This design comes from an exercise in tuning for small area, a short achievable clock period and few clock cycles on the open sky130 flow, not from production work. No functional check of the RTL was part of any run shown here.

### flow/constraint.sdc
create_clock -name core_clock -period 8.0 [get_ports {clk}]
set_input_delay 1.6000 -clock core_clock [delete_from_list [all_inputs] [get_ports {clk}]]
set_output_delay 1.6000 -clock core_clock [all_outputs]
set_load 0.01 [all_outputs]
### flow/design.v
`timescale 1ns / 1ps
module mmult#(parameter MATRIX_SIZE = 3,
              parameter INPUT_UNIT_LEN = 8,
              parameter OUTPUT_UNIT_LEN = INPUT_UNIT_LEN*2+1)
             (input clk,                                       
              input reset_n,                                   
              input enable,                                    
              input [0:9*INPUT_UNIT_LEN-1] A_mat,              
              input [0:9*INPUT_UNIT_LEN-1] B_mat,              
              output valid,                                    
              output wire [0:9*OUTPUT_UNIT_LEN-1] C_mat);      
    reg valid_store;
    reg [0:9*INPUT_UNIT_LEN-1] A_store,B_store;
    reg [0:9*OUTPUT_UNIT_LEN-1] C_store;
    reg[1:0] idx;
    reg[1:0] current_state,next_state;
    localparam S_IDLE = 0, S_ADD = 1, S_OUT = 2;
    integer i;
    always @(posedge clk) begin
        if (!reset_n)current_state                <= S_IDLE;
        else if (reset_n && enable) current_state <= next_state;
        else current_state                        <= S_IDLE;
    end
    wire add_done;
    assign add_done = (idx == 0);
    always @(*) begin
        case(current_state)
            S_IDLE: next_state = (enable)? S_ADD : S_IDLE;
            S_ADD: next_state  = (add_done)? S_OUT:S_ADD;
            S_OUT: next_state  = S_IDLE;
            default:next_state = S_IDLE;
        endcase
    end
    always @(posedge clk) begin
        if (!reset_n)idx <= 0;
        else if (enable && current_state == S_IDLE) idx <= MATRIX_SIZE-1;
        else if (enable && current_state == S_ADD) idx <= idx-1;
        else idx <= idx;
    end
    always @(posedge clk) begin
        if (!reset_n)A_store <= 0;
        else if (enable && current_state == S_IDLE) A_store<= A_mat;
        else A_store <= A_store;
    end
    always @(posedge clk) begin
        if (!reset_n)B_store <= 0;
        else if (enable && current_state == S_IDLE) B_store <= B_mat;
        else B_store <= B_store;
    end
    integer  k;
    always @(posedge clk) begin
        if (!reset_n)C_store <= 0;
        else if (enable && current_state == S_ADD) begin
        for (k = 0; k<3; k = k+1) begin
            if ((2-k) == idx)begin
                for(i = 0;i<MATRIX_SIZE;i = i+1)begin
                    C_store[OUTPUT_UNIT_LEN*(3*k+i)+:OUTPUT_UNIT_LEN] <= add_sum(
                    A_store[(3*k+0)*INPUT_UNIT_LEN+:INPUT_UNIT_LEN],
                    A_store[(3*k+1)*INPUT_UNIT_LEN+:INPUT_UNIT_LEN],
                    A_store[(3*k+2)*INPUT_UNIT_LEN+:INPUT_UNIT_LEN],
                    B_store[INPUT_UNIT_LEN*(0+i)+:INPUT_UNIT_LEN],
                    B_store[INPUT_UNIT_LEN*(3+i)+:INPUT_UNIT_LEN],
                    B_store[INPUT_UNIT_LEN*(6+i)+:INPUT_UNIT_LEN]
                    );
                end
            end
        end
    end
    else C_store <= C_store;
    end
    function [OUTPUT_UNIT_LEN-1:0] add_sum;
        input [INPUT_UNIT_LEN-1:0] a1 ,a2 ,a3, b1, b2, b3;
        reg [OUTPUT_UNIT_LEN-2:0] temp1, temp2, temp3;
        begin
            temp1   = a1*b1;
            temp2   = a2*b2;
            temp3   = a3*b3;
            add_sum = temp1+temp2+temp3;
        end
    endfunction
    always @(posedge clk) begin
        if (!reset_n)valid_store <= 0;
        else if (enable && current_state == S_OUT) valid_store <= 1;
        else valid_store <= 0;
    end
    assign C_mat = C_store;
    assign valid = valid_store;
endmodule
### flow/config.mk
export PLATFORM = sky130hd
export DESIGN_NAME = mmult
export DESIGN_NICKNAME = mmult
export VERILOG_FILES = /design/flow/design.v
export SDC_FILE = /design/flow/constraint.sdc
export NUM_CORES = 4
export LEC_CHECK = 0
export CAP_MARGIN = 30
export CORE_MARGIN = 2
export CORE_UTILIZATION = 40
export SLEW_MARGIN = 45
### flow/run.sh
#!/bin/bash
# synth_recipe.tcl (not shown) runs the flow's synth.tcl, then flattens the netlist and writes it again
# the make line also repeats each setting of config.mk as NAME=value (left out here)
make -C /OpenROAD-flow-scripts/flow DESIGN_CONFIG=/design/flow/config.mk WORK_HOME=/design/flow/orfs CLKGATE_MAP_FILE= SYNTH_SCRIPT=/design/flow/synth_recipe.tcl finish
==> impl_metrics.env, run 1 <==
export IMPL_top_usage_layer="met2"
export IMPL_synthDistinctLibCells=55
export IMPL_ys_seq_elements=302
export IMPL_async_flop_share=0
export IMPL_tritoncts="yes"
export IMPL_die_area_um2=182700
export IMPL_maxSlewHeadroom=0.4462
export IMPL_critical_path_class="register to register"
export IMPL_path_clk_slew_ns=0.06
export IMPL_area_growth_pct=10.76
export IMPL_postCtsSetupRepairBufs=0
export IMPL_timing_final_hold_violations=0
export IMPL_met2_usage_grt=0.4096
export IMPL_finalNonFillerCells=10750
export IMPL_starting_density=0.4023
export IMPL_synth_cell_area_um2=71710
export IMPL_pre_repair_dr_iteration_count=6
export IMPL_post_synth_edffs=0
export IMPL_design_core_area_um2=178200
export IMPL_cts_htree_levels=2
export IMPL_ys_warn_count=1
export IMPL_grt_ovfl_total=0
export IMPL_worstHoldPathType="register to register"
export IMPL_proportion_of_synthesized_chip_area_in_sequential_cells=0.08431
export IMPL_first_global_vias=57770
export IMPL_synth_avg_cell_area_um2=8.756
export IMPL_port_buffers=300
export IMPL_final_core_utilization=0.4456
export IMPL_slew_viol_final=0
export IMPL_grt_antenna_before_repair=7
export IMPL_place_detailed_instances=10660
export IMPL_total_grt_usage=0.2459
export IMPL_ys_dominant_reg_cell="dfxtp_1"
export IMPL_crit_path_start_kind="register"
export IMPL_post_detailed_placement_cell_area_um2=77890
export IMPL_final_min_clock_period_ns=6.877
export IMPL_dieHeight_um=427.4
export IMPL_cts_resized=0
export IMPL_critPathRequiredTime_ns=8.55
export IMPL_groute_layer_met3_usage=0.02704
export IMPL_number_of_clock_sinks_seen_by_cts=302
export IMPL_critPathMaxFanout=16
export IMPL_antenna_violating_nets_post_route=0
export IMPL_detail_routed_net_length_per_standard_cell_um=20.37
export IMPL_post_synth_inst_count=8189
export IMPL_drt_wl_total_mm=218.9
export IMPL_finalSetupViolations=0
export IMPL_final_non_filler_cell_area_um2=79420
export IMPL_critical_path_arrival_ns=7.43
export IMPL_cts_root_buf="clkbuf_16"
export IMPL_gpl_final_weighted_congestion=0.9207
export IMPL_fin_crit_sh=0.8596
export IMPL_routed_via_density=4.963
export IMPL_run_status="timing/DRC/antenna clean"
export IMPL_clock_latency_ns=0.65
export IMPL_kind_of_end_point_of_the_critical_path="register"
export IMPL_cts_hold_fix_buffers=0
export IMPL_floorplan_io_pins=301
export IMPL_cts_path_max_buffers=3
export IMPL_num_rows=155
export IMPL_grt_first_pass_wirelength_mm=341.7
export IMPL_setup_tns_ns=0
export IMPL_dpl_hpwl_mm=179.7
export IMPL_finClkSkew_ns=0.04615
export IMPL_max_freq_mhz=145.4
export IMPL_tightest_slew_ns=0.8296
export IMPL_gr_usage_met1=0.3173
export IMPL_drcViolationCount=0
export IMPL_total_of_max_cap_violations=0
export IMPL_maximum_number_of_pins_on_one_net_before_global_route_repair=82
export IMPL_num_nets_final=10820
export IMPL_unrepaired_setup_endpoints_after_global_routing="no"
export IMPL_layout_drive_gt1_share=0.04079
export IMPL_drtIter0Drc=3063
export IMPL_die_width_um=427.4
export IMPL_cts_inserted_buffers=44
export IMPL_route_vias_total=53340
export IMPL_syn_nets=10650
registers in the layout, summed over array words and instances (netlist names):
signal	cells
C_store	153
B_store	72
current_state	2
idx	2
valid_store	1
A_store	72
critical path, stage by stage, from the launching register on:
cell and delay [ns]:
dfxtp_1 0.77, buf_4 0.37, nand2_1 0.11, fa_1 0.54, fa_1 0.55, inv_1 0.05
fa_1 0.48, fa_1 0.58, fa_1 0.44, fa_1 0.50, inv_1 0.05, fa_1 0.47
inv_1 0.04, ha_1 0.32, o21a_1 0.14, o31a_1 0.19, o2111ai_1 0.14, a21oi_1 0.25
o211ai_1 0.12, a2111oi_0 0.46, a311o_1 0.18
metal layers:
| layer | part of all wire | vias up |
|---|---|---|
| met2 | 0.47 | 1461 |
| li1 | - | 24330 |
| met3 | 0.052 | 354 |
| met5 | 0 | - |
| met4 | 0.060 | 0 |
| met1 | 0.41 | 27200 |
worst paths after layout:
kind / from / endpoint / slack (ns) / cells past startpoint
setup / recovery: B_store[54]$_SDFFE_PN0P_ / C_store[52]$_SDFFE_PN0P_ / 1.12 / 20
setup reg to reg: B_store[54]$_SDFFE_PN0P_ / C_store[52]$_SDFFE_PN0P_ / 1.12 / 20
hold reg to reg: C_store[56]$_SDFFE_PN0P_ / C_store[56]$_SDFFE_PN0P_ / 0.45 / 2
hold / removal: C_store[56]$_SDFFE_PN0P_ / C_store[56]$_SDFFE_PN0P_ / 0.45 / 2
cell usage after synthesis (all sizes together), types with 7 or more instances:
cell / count / share of area
inv: 2045 / 0.11
fa: 1440 / 0.40
and2: 1140 / 0.099
nand2: 1065 / 0.056
ha: 876 / 0.15
clkbuf: 376 / 0.020
a21oi: 306 / 0.021
dfxtp: 302 / 0.084
nor2: 73 / 0.0038
xnor2: 73 / 0.0089
o21ai: 72 / 0.0050
nand3: 56 / 0.0039
nor3: 45 / 0.0031
a21o: 41 / 0.0043
o21a: 26 / 0.0027
nor2b: 25 / 0.0022
a211oi: 23 / 0.0024
and3: 23 / 0.0020
xor2: 18 / 0.0022
or3: 16 / 0.0014
buf: 15 / 0.00080
o211ai: 15 / 0.0016
o21bai: 15 / 0.0016
a31oi: 12 / 0.0010
nand3b: 12 / 0.0013
nand4: 9 / 0.00079
a21boi: 7 / 0.00073
a311o: 7 / 0.00098
layout make-up:
| class | count | area, um^2 |
|---|---|---|
| tap | 2355 | 2947 |
| antenna | 7 | 17.52 |
| timing repair buffer | 508 | 4643 |
| sequential | 302 | 6103 |
| multi-input combinational | 5451 | 56560 |
| fill | 17510 | 98800 |
| clock inverter | 25 | 294.0 |
| clock buffer | 54 | 1179 |
| inverter | 2045 | 7684 |
cell families (layout without fill, tap and decap cells):
group | Yosys count | after routing | synth area share
adder cells (fa/ha/maj) | 2316 | 2316 | 0.5549
AO/OA/AOI/OAI | 558 | 558 | 0.04617
multiplexers | 2 | 2 | 0.0002792
other | 0 | 7 | 0
buffers and inverters | 2436 | 2632 | 0.1275
flip-flops | 302 | 302 | 0.08431
AND/OR/NAND/NOR | 2484 | 2484 | 0.1757
XOR/XNOR | 91 | 91 | 0.01111
stage by stage:
stage	hold WS (ns)	setup WS, ns
2_1_floorplan	0.4293	1.875
3_3_place_gp	0.4411	1.117
3_5_place_dp	0.4444	1.213
4_1_cts	0.4520	1.148
5_1_grt	0.4637	0.7073
6_report	0.4475	1.123
cells in the final DEF (no fill, tap or decap), types with 5 or more instances in the layout:
cell type	Yosys	final
inv_1	2045	2044
fa_1	1440	1440
and2_1	1140	1140
nand2_1	1065	1065
ha_1	876	876
a21oi_1	305	305
clkdlybuf4s50_1	0	299
dfxtp_1	302	258
buf_4	0	201
xnor2_1	73	73
nor2_1	73	72
o21ai_0	72	72
nand3_1	56	53
nor3_1	45	45
clkbuf_16	0	44
dfxtp_2	0	43
a21o_1	41	41
o21a_1	26	26
nor2b_1	25	24
a211oi_1	23	23
and3_1	23	20
xor2_1	18	18
or3_1	16	16
o211ai_1	15	15
o21bai_1	15	15
nand3b_1	12	12
a31oi_1	12	12
nand4_1	9	9
diode_2	0	7
a21boi_0	7	7
a311o_1	7	7
inv_6	0	7
clkbuf_1	376	6
clkinvlp_4	0	5
clkinv_4	0	5
==> run 2, diff against run 1 <==
==> flow/design.v (replaced) <==
`timescale 1ns / 1ps
module mmult#(parameter MATRIX_SIZE = 3,
              parameter INPUT_UNIT_LEN = 8,
              parameter OUTPUT_UNIT_LEN = INPUT_UNIT_LEN*2+1)
             (input clk,
              input reset_n,
              input enable,
              input [0:9*INPUT_UNIT_LEN-1] A_mat,
              input [0:9*INPUT_UNIT_LEN-1] B_mat,
              output valid,
              output wire [0:9*OUTPUT_UNIT_LEN-1] C_mat);
    reg valid_store;
    reg [0:9*OUTPUT_UNIT_LEN-1] C_store;
    integer r, c;
    always @(posedge clk) begin
        for (r = 0; r < 3; r = r + 1)
            for (c = 0; c < 3; c = c + 1)
                C_store[OUTPUT_UNIT_LEN*(3*r+c)+:OUTPUT_UNIT_LEN] <=
                    A_mat[(3*r+0)*8+:8] * B_mat[(0+c)*8+:8] +
                    A_mat[(3*r+1)*8+:8] * B_mat[(3+c)*8+:8] +
                    A_mat[(3*r+2)*8+:8] * B_mat[(6+c)*8+:8];
    end
    always @(posedge clk) begin
        if (!reset_n) valid_store <= 1'b0;
        else          valid_store <= enable;
    end
    assign C_mat = C_store;
    assign valid = valid_store;
endmodule
==> run 2 against run 1 <==
  * Still clean
  * Synthesized cell count down 12%
  * Routed wire length down 16%
  * Largest cell class unchanged
  * Utilization is 1.3 points higher
  * Sequential share of layout area fell by 3.5 points
  * Setup slack got worse by 0.70 ns
  * Area after synthesis decreased by 9.2%
  * Hold slack improved by 1.1 ns
==> impl_metrics.env, run 2 <==
export IMPL_run_status="timing/DRC/antenna clean"
export IMPL_cpPeakStageDelay_ns=0.61
export IMPL_most_common_cell_after_layout_fill_and_taps_aside="inv_1"
export IMPL_starting_density=0.4012
export IMPL_port_buffers=300
export IMPL_yosys_area_share_xor_xnor=0.01494
export IMPL_worstHoldPathType="input port to register"
export IMPL_regMostFlops="C_store"
export IMPL_critPathMaxFanout=17
export IMPL_finalSetupViolations=0
export IMPL_dpl_hpwl_mm=153.6
export IMPL_muxShareOfSynthArea=0.0004614
export IMPL_cp_top_family="adder cells"
export IMPL_num_rows=148
export IMPL_synth_avg_cell_area_um2=9.056
export IMPL_basic_gate_share_of_the_synthesized_area_counting_and_or_nand_and_nor_cells=0.1595
export IMPL_drcViolationCount=0
export IMPL_compound_cell_area_share_of_the_yosys_netlist=0.03041
export IMPL_post_synth_edffs=0
export IMPL_cts_root_buf="clkbuf_16"
export IMPL_detail_routed_net_length_per_standard_cell_um=18.93
export IMPL_postCtsSetupRepairBufs=0
export IMPL_wl_met1_mm=76.86
export IMPL_design_core_area_um2=162200
export IMPL_cts_inserted_buffers=17
export IMPL_cts_resized=0
export IMPL_die_area_um2=165900
export IMPL_detailroute_wirelength_met2_mm=90.07
export IMPL_unrepaired_setup_endpoints_after_global_routing="no"
export IMPL_total_grt_usage=0.2314
export IMPL_grt_first_pass_wirelength_mm=295.3
export IMPL_worstPathBufferInverterCount=8
export IMPL_route_vias_total=47060
export IMPL_final_non_filler_cell_area_um2=74480
export IMPL_tritoncts="yes"
export IMPL_dieHeight_um=407.4
export IMPL_synth_top_cells_by_count="2068 x inv_1, 1440 x fa_1, 1121 x and2_1, 873 x ha_1, 637 x nand2_1"
export IMPL_critical_path_arrival_ns=8.04
export IMPL_critical_path_slowest_cell="a2111oi_0"
export IMPL_critPathRequiredTime_ns=8.46
export IMPL_first_global_vias=51860
export IMPL_synth_cell_area_um2=65080
export IMPL_timing_final_hold_violations=0
export IMPL_grt_antenna_before_repair=14
export IMPL_setup_tns_ns=0
export IMPL_post_synth_inst_count=7186
export IMPL_num_nets_final=9988
export IMPL_post_detailed_placement_cell_area_um2=73850
export IMPL_gpl_final_weighted_congestion=0.8871
export IMPL_cts_path_max_buffers=2
export IMPL_fin_crit_sh=0.9474
export IMPL_ys_warn_count=1
export IMPL_pre_repair_dr_iteration_count=6
export IMPL_post_synth_top_area_cell="fa_1"
export IMPL_die_width_um=407.4
export IMPL_cts_hold_fix_buffers=0
export IMPL_leading_registers_by_flop_count="C_store x153, valid_store x1"
export IMPL_met3_length_mm=10.96
export IMPL_crit_path_cell_trace="clkdlybuf4s50_1 -> buf_12 -> buf_4 -> nand2_1 -> fa_1 -> inv_1 -> fa_1 -> inv_1 -> fa_1 -> fa_1 -> inv_1 -> fa_1 -> fa_1 -> inv_1 -> fa_1 -> inv_1 -> ha_1 -> a2111oi_0 -> a221oi_1 -> o31ai_1 -> nand4b_1 -> o311ai_0"
export IMPL_syn_nets=9646
export IMPL_number_of_clock_sinks_seen_by_cts=154
export IMPL_antenna_violating_nets_post_route=0
export IMPL_floorplan_io_pins=301
export IMPL_kind_of_end_point_of_the_critical_path="register"
export IMPL_max_freq_mhz=131.9
export IMPL_slew_viol_final=0
export IMPL_largest_reg_flops=153
export IMPL_ys_dominant_reg_cell="dfxtp_1"
export IMPL_final_min_clock_period_ns=7.580
export IMPL_ys_seq_elements=154
export IMPL_total_of_max_cap_violations=0
export IMPL_drt_wl_total_mm=184.0
export IMPL_layout_drive_gt1_share=0.04775
export IMPL_proportion_of_synthesized_chip_area_in_sequential_cells=0.04737
export IMPL_maxSlewHeadroom=0.4877
export IMPL_mostFrequentLayoutCells="2068 x inv_1, 1440 x fa_1, 1121 x and2_1, 873 x ha_1, 637 x nand2_1"
export IMPL_critical_path_class="input port to register"
export IMPL_synth_most_common_cell="inv_1"
export IMPL_cts_htree_levels=4
export IMPL_highest_layer="met5"
export IMPL_area_growth_pct=14.44
export IMPL_drtIter0Drc=2335
export IMPL_synthDistinctLibCells=56
export IMPL_tightest_slew_ns=0.7629
export IMPL_synth_adder_area_share=0.6108
export IMPL_crit_path_start_kind="input port"
export IMPL_async_flop_share=0
export IMPL_maximum_number_of_pins_on_one_net_before_global_route_repair=25
export IMPL_grt_ovfl_total=0
export IMPL_synthTopCellsByArea="fa_1 44%, ha_1 17%, inv_1 12%"
export IMPL_routed_via_density=4.842
export IMPL_post_synth_top_area_fraction=0.4430
export IMPL_synth_top_family_by_area="adder cells"
export IMPL_cp_common_cell="fa_1"
export IMPL_path_clk_slew_ns=0.07
## run 2: changes by cell type in the layout (fill, tap and decap cells not counted), moves of 36 or more
cell and delta:
a21oi_1 -232, buf_12 +136, dfxtp_1 -104, dfxtp_2 -43, nand2_1 -428, nand3_1 -36
## run 2: through the flow
| step | hold WS [ns] | util | setup slack, ns | std cells |
|---|---|---|---|---|
| finish | 1.586 | 0.4591 | 0.4205 | 9720 |
| global route | 1.556 | 0.4591 | 0.2087 | 9716 |
| CTS | 1.515 | 0.4590 | 0.4829 | 9715 |
| detailed placement | 2.172 | 0.4552 | -0.1694 | 9684 |
| global placement | 2.173 | 0.4552 | -0.07917 | 9684 |
| floorplan | 1.722 | - | 0.8585 | 7186 |
## run 2: cell families after synthesis
| logic type | Yosys count |
|---|---|
| AOI/OAI and AO/OA | 292 |
| xor gates and xnor gates | 111 |
| adders and majority gates | 2313 |
| buffers and inverters | 2366 |
| DFF | 154 |
| muxes | 3 |
| and+or+nand+nor | 1947 |
## run 2: layer usage
layer / vias up / GRT usage
li1: 21340 / -
met1: 24140 / 0.3015
met2: 1319 / 0.3949
met3: 261 / 0.03429
met4: 2 / 0.07414
met5: - / 0
## run 2: layout make-up
| cell class | count | area, um^2 |
|---|---|---|
| multi-input combinational | 4666 | 53110 |
| timing repair buffer | 621 | 7164 |
| fill | 15650 | 87740 |
| tap | 2175 | 2721 |
| antenna | 5 | 12.51 |
| clock buffer | 20 | 446.7 |
| sequential | 154 | 3083 |
| clock inverter | 11 | 170.2 |
| inverter | 2068 | 7762 |
## run 2: worst paths after layout
path	from	end	slack [ns]	depth (start not counted)
max	B_mat[12]	C_store[121]$_DFF_P_	0.42	22
min	enable	valid_store$_SDFF_PN0_	1.59	2

-- port drivers added, routing unchanged --
No port has a modelled driver above. Below, the same layouts with a new extraction and two added sets of constraints.
Step 1 assumes that a clkbuf_16 drives the clock port and a buf_2 every other input.
Step 2 adds t to the input delays and takes it off the output delays; t is the mean of the earliest and latest rising clock arrival at the registers after step 1. Input paths then give back, and output paths get back, about the clock's delay inside the block.
Three values: ideal, step 1, step 2; two values: the first two.
| run | t (ns) | setup WS [ns] | worst setup path after step 2 |
|---|---|---|---|
| run 1 | 0.715 | 1.123 / 1.123 / 1.123 | register to register |
| run 2 | 0.647 | 0.420 / 0.465 / -0.182 | input to register |
Met with ideal ports but missed after step 2: setup timing in run 2. For run 2, which loses most, drivers alone change the setup slack by +0.045 ns; drivers and shift together by -0.602 ns.
